What follows belongs to an exercise in optimizing a design on an open flow for small area; a production flow would make more cautious choices.
Only simulation tests tie the RTL to the original design; equivalence was not proved.

red:
## final_top
module final_top(
	input clk100,
	input rst,
	output servoOut,
	output actuatorPull,
	output actuatorPush,
	input [2:0] infraSensor,
	input servoPhotoT,
	input RPhotoT,
	input LPhotoT,
	input motor,
	output [3:0] IN,
	output [6:0] seg,
	output [3:0] an
	);
==> module final_top, before the edit <==
module final_top(
	input clk100,
	input rst,
	output servoOut,
	output actuatorPull,
	output actuatorPush,
	input [2:0] infraSensor,
	input servoPhotoT,
	input RPhotoT,
	input LPhotoT,
	input motor,
	output [3:0] IN,
	output [6:0] seg,
	output [3:0] an
	);
	localparam SETUP = 2'd0, WAIT = 2'd1, PUSH = 2'd2, PULL = 2'd3;
	logic [1:0] st;
	logic push, pull;
	wire first = (st == SETUP) && !pull;
	logic [16:0] ddp;
	wire [16:0] dd = ddp ^ 17'h15555;
	logic [2:0] hi;
	logic en_r;
	logic ina, inb;       
	wire dz16 = (dd[15:0] == 16'd0);
	wire dd_zero = dz16 && !dd[16];
	wire dd_last = dz16 && dd[16];                       
	wire dd_clr = ((dd & 17'h1ff6f) == 17'h11346);       
	always @(posedge clk100) begin
		if (rst) begin
			ddp <= 17'h15555;
			hi <= 0;
			en_r <= 1;
			ina <= 0; inb <= 0;
		end else begin
			ddp <= {dd[15:0], dd[16] ^ dd[13] ^ dz16} ^ 17'h15555;
			if (dd_zero && !first) hi <= hi + 3'd1;
			if (dd_clr) en_r <= 0;
			else if (dd_last) en_r <= 1;
			ina <= en_r && !motor && !(infraSensor == 3'b001 || infraSensor == 3'b011);
			inb <= en_r && !motor && !(infraSensor == 3'b100 || infraSensor == 3'b110);
		end
	end
	assign an = {hi[2:1] != 2'd0, hi[2:1] != 2'd1, hi[2:1] != 2'd2, hi[2:1] != 2'd3};
	assign IN = {inb, ina && !inb, !ina && inb, ina};
	logic [13:0] wp;
	wire [13:0] w = wp ^ 14'h1555;
	logic ron, lon, son;    
	wire ro = !ron, lo = !lon, so = !son;
	logic [7:0] cr, cL, cs;
	logic r2, l2, af, s2;
	wire er = RPhotoT ^ ro;
	wire el = LPhotoT ^ lo;
	wire es = servoPhotoT ^ so;
	wire ir = er;
	wire il = !er && el;
	wire is_ = !er && !el && es;
	wire wend = ((w & 14'h3bdf) == (14'h2a9f & 14'h3bdf));
	wire wz = ((w & 14'h0fff) == 14'h0000);
	function automatic [7:0] cnext(input [7:0] c, input i);
		logic e;
		integer b;
		begin
			e = i && !wend && !(&c);
			cnext[0] = wz ? i : (c[0] ^ e);
			for (b = 1; b < 8; b = b + 1)
				cnext[b] = !wz && (c[b] ^ (e && (&(c | ~((8'd1 << b) - 8'd1)))));
		end
	endfunction
	function automatic fr(input [7:0] x);
		fr = (x >= 8'd22) && (x <= 8'd79);
	endfunction
	function automatic en(input [7:0] x);
		en = (x >= 8'd82) && (x <= 8'd219);
	endfunction
	always @(posedge clk100) begin
		if (rst) begin
			wp <= 14'h1555;
			ron <= 1; lon <= 1; son <= 1;
			cr <= 0; cL <= 0; cs <= 0;
			r2 <= 0; l2 <= 0; af <= 0; s2 <= 0;
		end else begin
			ron <= !RPhotoT; lon <= !LPhotoT; son <= !servoPhotoT;
			wp <= (wend ? 14'd0 : {w[12:0], ~(w[0] ^ w[13])}) ^ 14'h1555;
			cr <= cnext(cr, ir); cL <= cnext(cL, il); cs <= cnext(cs, is_);
			if (wz) begin
				r2 <= en(cr); l2 <= en(cL); s2 <= en(cs);
				af <= fr(cr) || fr(cL);
			end
		end
	end
	logic isc, isd;
	always @(posedge clk100) begin
		if (rst) begin
			isc <= 0; isd <= 1;
		end else begin
			isc <= r2 || l2;
			isd <= !(r2 || l2 || af);
		end
	end
	assign seg = {isc, isd, isd, !isc, 1'b1, 1'b1, isd};
	logic [7:0] qp, up;
	wire [7:0] u = up ^ 8'h55;
	wire [7:0] q = qp ^ 8'h55;
	logic sv, act, dirR, fire;
	logic [10:0] kp;
	wire [10:0] k = kp ^ 11'h555;
	function automatic [7:0] st1(input [7:0] x);
		st1 = {x[6:0], x[7] ^ (x[0] & ~(x[1] & x[2]))};
	endfunction
	wire pend  = (q == 8'h81);                 
	wire q8    = (q == 8'h03);                 
	wire q0    = ((q & 8'hfd) == 8'h00);       
	wire u0    = ((u & 8'hfd) == 8'h00);       
	wire u11   = ((u & 8'he3) == 8'h00);       
	wire u191  = ((u & 8'hdc) == 8'h00);       
	wire send = act && (k == 11'h5f9) && q8;   
	always @(posedge clk100) begin
		if (rst) begin
			qp <= 8'h02 ^ 8'h55; up <= 8'hd7 ^ 8'h55; sv <= 0; act <= 0; dirR <= 0; fire <= 0; kp <= 11'h555;
		end else begin
			qp <= st1(q) ^ 8'h55;
			if (q0) sv <= 1;
			else if (u0) sv <= 0;
			if (send) begin
				act <= 0; dirR <= 0; fire <= 0; kp <= 11'h555; up <= 8'hb5 ^ 8'h55;
			end else begin
				if (s2 || (q0 && (u11 || u191))) fire <= 1;
				if (!act) kp <= 11'h555;
				else if (pend) kp <= {k[9:0], ~(k[1] ^ k[10])} ^ 11'h555;
				up <= st1(u) ^ 8'h55;
				if (pend) begin
					if (r2 || dirR) begin
						dirR <= 1; act <= 1;
						if (!s2 && !fire) up <= up;
					end else if (l2 || act) begin
						act <= 1;
						if (!s2 && !fire) up <= st1(st1(u)) ^ 8'h55;
					end
				end
			end
		end
	end
	assign servoOut = sv;
	logic [18:0] fp;
	wire [18:0] f = fp ^ 19'h55555;
	wire term = ((f & 19'h5ffff) == 19'h4adb0);
	always @(posedge clk100) begin
		if (rst) begin
			fp <= 19'h55555; st <= SETUP; push <= 0; pull <= 0;
		end else begin
			fp <= ((term || st == WAIT) ? 19'd0 : {f[17:0], ~(f[0] ^ f[18])}) ^ 19'h55555;
			push <= (st == PUSH) && !term;
			pull <= (st == PULL || st == SETUP) && !term;
			case (st)
				PUSH: if (term) st <= PULL;
				WAIT: if (fire) st <= PUSH;
				default: if (term) st <= WAIT;
			endcase
		end
	end
	assign actuatorPush = push;
	assign actuatorPull = pull;
endmodule
Settings: LEC_CHECK=0, CAP_MARGIN=20, CORE_MARGIN=2, CORE_UTILIZATION=40, SLEW_MARGIN=20; clock period 10.0 ns.
standard.sh (not shown) runs the stock make flow with config.mk's settings and CLKGATE_MAP_FILE= SYNTH_SCRIPT=/design/flow/synth_recipe.tcl, a recipe that flattens the netlist after the stock synthesis.
==> flow/flow/run.sh <==
#!/bin/bash
# Layout flow: the standard synthesis, then an area-oriented re-mapping of the
# combinational logic between the registers (registers, their names and cells are
# untouched; the result is proven equivalent to the standard netlist before use),
# then the standard floorplan..finish with single-drive port buffers and a clock
# tree without dummy loads. Each tool's output goes to its own log here.
set -euo pipefail
W=$(pwd)
RES=$W/orfs/results/$FLOW_PLATFORM/final_top/base
LIB=$FLOW_HOME/platforms/$FLOW_PLATFORM/lib/sky130_fd_sc_hd__tt_025C_1v80.lib
YOSYS=${YOSYS_EXE:-/OpenROAD-flow-scripts/tools/install/yosys/bin/yosys}
[[ -x $YOSYS ]] || YOSYS=$(command -v yosys)

# 1. standard synthesis
bash standard.sh synth > $W/log_1_standard_synth.log 2>&1

# 2. re-map the combinational logic for area
mkdir -p $W/remap
cp $RES/1_2_yosys.v $W/remap/in.v
DU=""
for c in $(sed -n '/^export DONT_USE_CELLS/,/^#/p' $FLOW_HOME/platforms/$FLOW_PLATFORM/config.mk | grep -o 'sky130_fd_sc_hd__[a-z0-9_]*'); do
  DU="$DU -dont_use $c"
done
cat > $W/remap/flat.ys <<EOS
read_liberty -overwrite -ignore_miss_func $LIB
read_verilog $W/remap/in.v
hierarchy -top $FLOW_TOP
blackbox sky130_fd_sc_hd__dfxtp_1
flatten
rename -hide w:*.*
opt_clean -purge
select -module $FLOW_TOP
write_verilog -noattr -selected $W/remap/flat.v
EOS
cat > $W/remap/map.ys <<EOS
read_liberty -lib $LIB
read_verilog $W/remap/flat.v
hierarchy -top $FLOW_TOP
techmap
opt -fast
abc -liberty $LIB $DU -script +strash;&get,-n;&deepsyn,-T,${DEEPSYN_T:-20};&dch;&nf,-a,-R,1000;&put
opt_clean -purge
splitnets
hilomap -singleton -hicell sky130_fd_sc_hd__conb_1 HI -locell sky130_fd_sc_hd__conb_1 LO
insbuf -buf sky130_fd_sc_hd__buf_1 A X
opt_clean -purge
stat -liberty $LIB
write_verilog -noattr -noexpr -nohex -nodec $W/remap/out.v
EOS
cat > $W/remap/equiv.ys <<EOS
read_liberty -overwrite -ignore_miss_func $LIB
blackbox sky130_fd_sc_hd__dfxtp_1
read_verilog $W/remap/in.v
rename $FLOW_TOP gold
read_verilog $W/remap/out.v
rename $FLOW_TOP gate
flatten gold gate
opt_clean
equiv_make gold gate eq
hierarchy -top eq
equiv_simple
equiv_status -assert
EOS
remapped=0
if $YOSYS -l $W/log_2_remap_flat.log -q $W/remap/flat.ys > /dev/null 2>&1 &&
   $YOSYS -l $W/log_2_remap_map.log -q $W/remap/map.ys > /dev/null 2>&1 &&
   $YOSYS -l $W/log_2_remap_equiv.log -q $W/remap/equiv.ys > /dev/null 2>&1 &&
   [[ $(grep -c 'sky130_fd_sc_hd__dfxtp' $W/remap/in.v) == $(grep -c 'sky130_fd_sc_hd__dfxtp' $W/remap/out.v) ]]; then
  cp $W/remap/out.v $RES/1_2_yosys.v
  rm -f $RES/1_synth.odb $RES/1_synth.sdc
  bash standard.sh synth > $W/log_2_remap_odb.log 2>&1
  remapped=1
fi
echo "remapped=$remapped"

# 3. floorplan .. finish
export BUFFER_PORTS_ARGS="-buffer_cell sky130_fd_sc_hd__buf_1"
export CTS_ARGS="-sink_clustering_enable -repair_clock_nets -dont_use_dummy_load -buf_list ${CTS_BUFS:-sky130_fd_sc_hd__clkbuf_4}"
bash standard.sh finish > $W/log_3_standard_finish.log 2>&1
For blue, these inputs were changed with respect to red:
--- a/flow/design.v
+++ b/flow/design.v
@@ -19,6 +19,5 @@
 	logic push, pull;
 	wire first = (st == SETUP) && !pull;
-	logic [16:0] ddp;
-	wire [16:0] dd = ddp ^ 17'h15555;
+	logic [16:0] dd;
 	logic [2:0] hi;
 	logic en_r;
@@ -30,10 +29,10 @@
 	always @(posedge clk100) begin
 		if (rst) begin
-			ddp <= 17'h15555;
+			dd <= 0;
 			hi <= 0;
 			en_r <= 1;
 			ina <= 0; inb <= 0;
 		end else begin
-			ddp <= {dd[15:0], dd[16] ^ dd[13] ^ dz16} ^ 17'h15555;
+			dd <= {dd[15:0], dd[16] ^ dd[13] ^ dz16};
 			if (dd_zero && !first) hi <= hi + 3'd1;
 			if (dd_clr) en_r <= 0;
@@ -45,8 +44,6 @@
 	assign an = {hi[2:1] != 2'd0, hi[2:1] != 2'd1, hi[2:1] != 2'd2, hi[2:1] != 2'd3};
 	assign IN = {inb, ina && !inb, !ina && inb, ina};
-	logic [13:0] wp;
-	wire [13:0] w = wp ^ 14'h1555;
-	logic ron, lon, son;    
-	wire ro = !ron, lo = !lon, so = !son;
+	logic [13:0] w;
+	logic ro, lo, so;
 	logic [7:0] cr, cL, cs;
 	logic r2, l2, af, s2;
@@ -77,11 +74,11 @@
 	always @(posedge clk100) begin
 		if (rst) begin
-			wp <= 14'h1555;
-			ron <= 1; lon <= 1; son <= 1;
+			w <= 0;
+			ro <= 0; lo <= 0; so <= 0;
 			cr <= 0; cL <= 0; cs <= 0;
 			r2 <= 0; l2 <= 0; af <= 0; s2 <= 0;
 		end else begin
-			ron <= !RPhotoT; lon <= !LPhotoT; son <= !servoPhotoT;
-			wp <= (wend ? 14'd0 : {w[12:0], ~(w[0] ^ w[13])}) ^ 14'h1555;
+			ro <= RPhotoT; lo <= LPhotoT; so <= servoPhotoT;
+			w <= wend ? 14'd0 : {w[12:0], ~(w[0] ^ w[13])};
 			cr <= cnext(cr, ir); cL <= cnext(cL, il); cs <= cnext(cs, is_);
 			if (wz) begin
@@ -101,10 +98,7 @@
 	end
 	assign seg = {isc, isd, isd, !isc, 1'b1, 1'b1, isd};
-	logic [7:0] qp, up;
-	wire [7:0] u = up ^ 8'h55;
-	wire [7:0] q = qp ^ 8'h55;
+	logic [7:0] q, u;
 	logic sv, act, dirR, fire;
-	logic [10:0] kp;
-	wire [10:0] k = kp ^ 11'h555;
+	logic [10:0] k;
 	function automatic [7:0] st1(input [7:0] x);
 		st1 = {x[6:0], x[7] ^ (x[0] & ~(x[1] & x[2]))};
@@ -119,23 +113,23 @@
 	always @(posedge clk100) begin
 		if (rst) begin
-			qp <= 8'h02 ^ 8'h55; up <= 8'hd7 ^ 8'h55; sv <= 0; act <= 0; dirR <= 0; fire <= 0; kp <= 11'h555;
+			q <= 8'h02; u <= 8'hd7; sv <= 0; act <= 0; dirR <= 0; fire <= 0; k <= 0;
 		end else begin
-			qp <= st1(q) ^ 8'h55;
+			q <= st1(q);
 			if (q0) sv <= 1;
 			else if (u0) sv <= 0;
 			if (send) begin
-				act <= 0; dirR <= 0; fire <= 0; kp <= 11'h555; up <= 8'hb5 ^ 8'h55;
+				act <= 0; dirR <= 0; fire <= 0; k <= 0; u <= 8'hb5;
 			end else begin
 				if (s2 || (q0 && (u11 || u191))) fire <= 1;
-				if (!act) kp <= 11'h555;
-				else if (pend) kp <= {k[9:0], ~(k[1] ^ k[10])} ^ 11'h555;
-				up <= st1(u) ^ 8'h55;
+				if (!act) k <= 0;
+				else if (pend) k <= {k[9:0], ~(k[1] ^ k[10])};
+				u <= st1(u);
 				if (pend) begin
 					if (r2 || dirR) begin
 						dirR <= 1; act <= 1;
-						if (!s2 && !fire) up <= up;
+						if (!s2 && !fire) u <= u;
 					end else if (l2 || act) begin
 						act <= 1;
-						if (!s2 && !fire) up <= st1(st1(u)) ^ 8'h55;
+						if (!s2 && !fire) u <= st1(st1(u));
 					end
 				end
@@ -144,12 +138,11 @@
 	end
 	assign servoOut = sv;
-	logic [18:0] fp;
-	wire [18:0] f = fp ^ 19'h55555;
+	logic [18:0] f;
 	wire term = ((f & 19'h5ffff) == 19'h4adb0);
 	always @(posedge clk100) begin
 		if (rst) begin
-			fp <= 19'h55555; st <= SETUP; push <= 0; pull <= 0;
+			f <= 0; st <= SETUP; push <= 0; pull <= 0;
 		end else begin
-			fp <= ((term || st == WAIT) ? 19'd0 : {f[17:0], ~(f[0] ^ f[18])}) ^ 19'h55555;
+			f <= (term || st == WAIT) ? 19'd0 : {f[17:0], ~(f[0] ^ f[18])};
 			push <= (st == PUSH) && !term;
 			pull <= (st == PULL || st == SETUP) && !term;
### Flow results
Of the two values seen for termination of the worst setup path, cL[0]$_SDFF_PP0_ was produced by red and cL[7]$_SDFF_PP0_ by blue.
Delta (blue minus red): peak supply drop moved down; largest stage delay on the critical path moved down; register-to-register slack moved up; total area of multi-input combinational cells moved up.
Compare red and blue | die area lower: red
blue ends up with a row count that is 2.7% higher than in red.
Transition at the pin with the smallest max-transition slack: blue vs red down 0.11 ns
Min total buffers and inverters traversed by the critical path across red and blue: blue
blue vs red on area after synthesis: blue is the higher one.
Sort red and blue by minimum clock period, descending, and red comes first.
Sort red and blue by synthesized cell count, descending, and red comes first.
From red to blue, number of inserted diodes did not move at all.
On layout-stage area growth over the synthesis result, blue tracks red almost exactly.

## separate check: timing with driven ports
How much do the figures lean on ideal ports? The routed layouts below were timed once more, with nothing changed but the port constraints.
Step 1: set_driving_cell puts a clkbuf_16 on clk100 and a buf_2 on each other input, an assumption about the parent block.
Step 2 also shifts input and output timing later by t, the mid clock arrival at the registers, as if the neighbouring blocks saw the same clock.
Three values: ideal, step 1, step 2; two values: the first two.
run	t, ns	setup slack, ns	clock arrival spread, ns	slew at the worst register clock pin (ns)	pins driven straight from the clock port
red	0.512	6.254 / 6.259 / 5.748	0.034 / 0.033	0.10 / 0.10	1
blue	0.493	6.397 / 6.404 / 5.911	0.048 / 0.047	0.12 / 0.12	1
After both steps setup and hold are still met in every run listed. For red, which loses most, drivers alone change the setup slack by +0.005 ns; drivers and shift together by -0.506 ns.
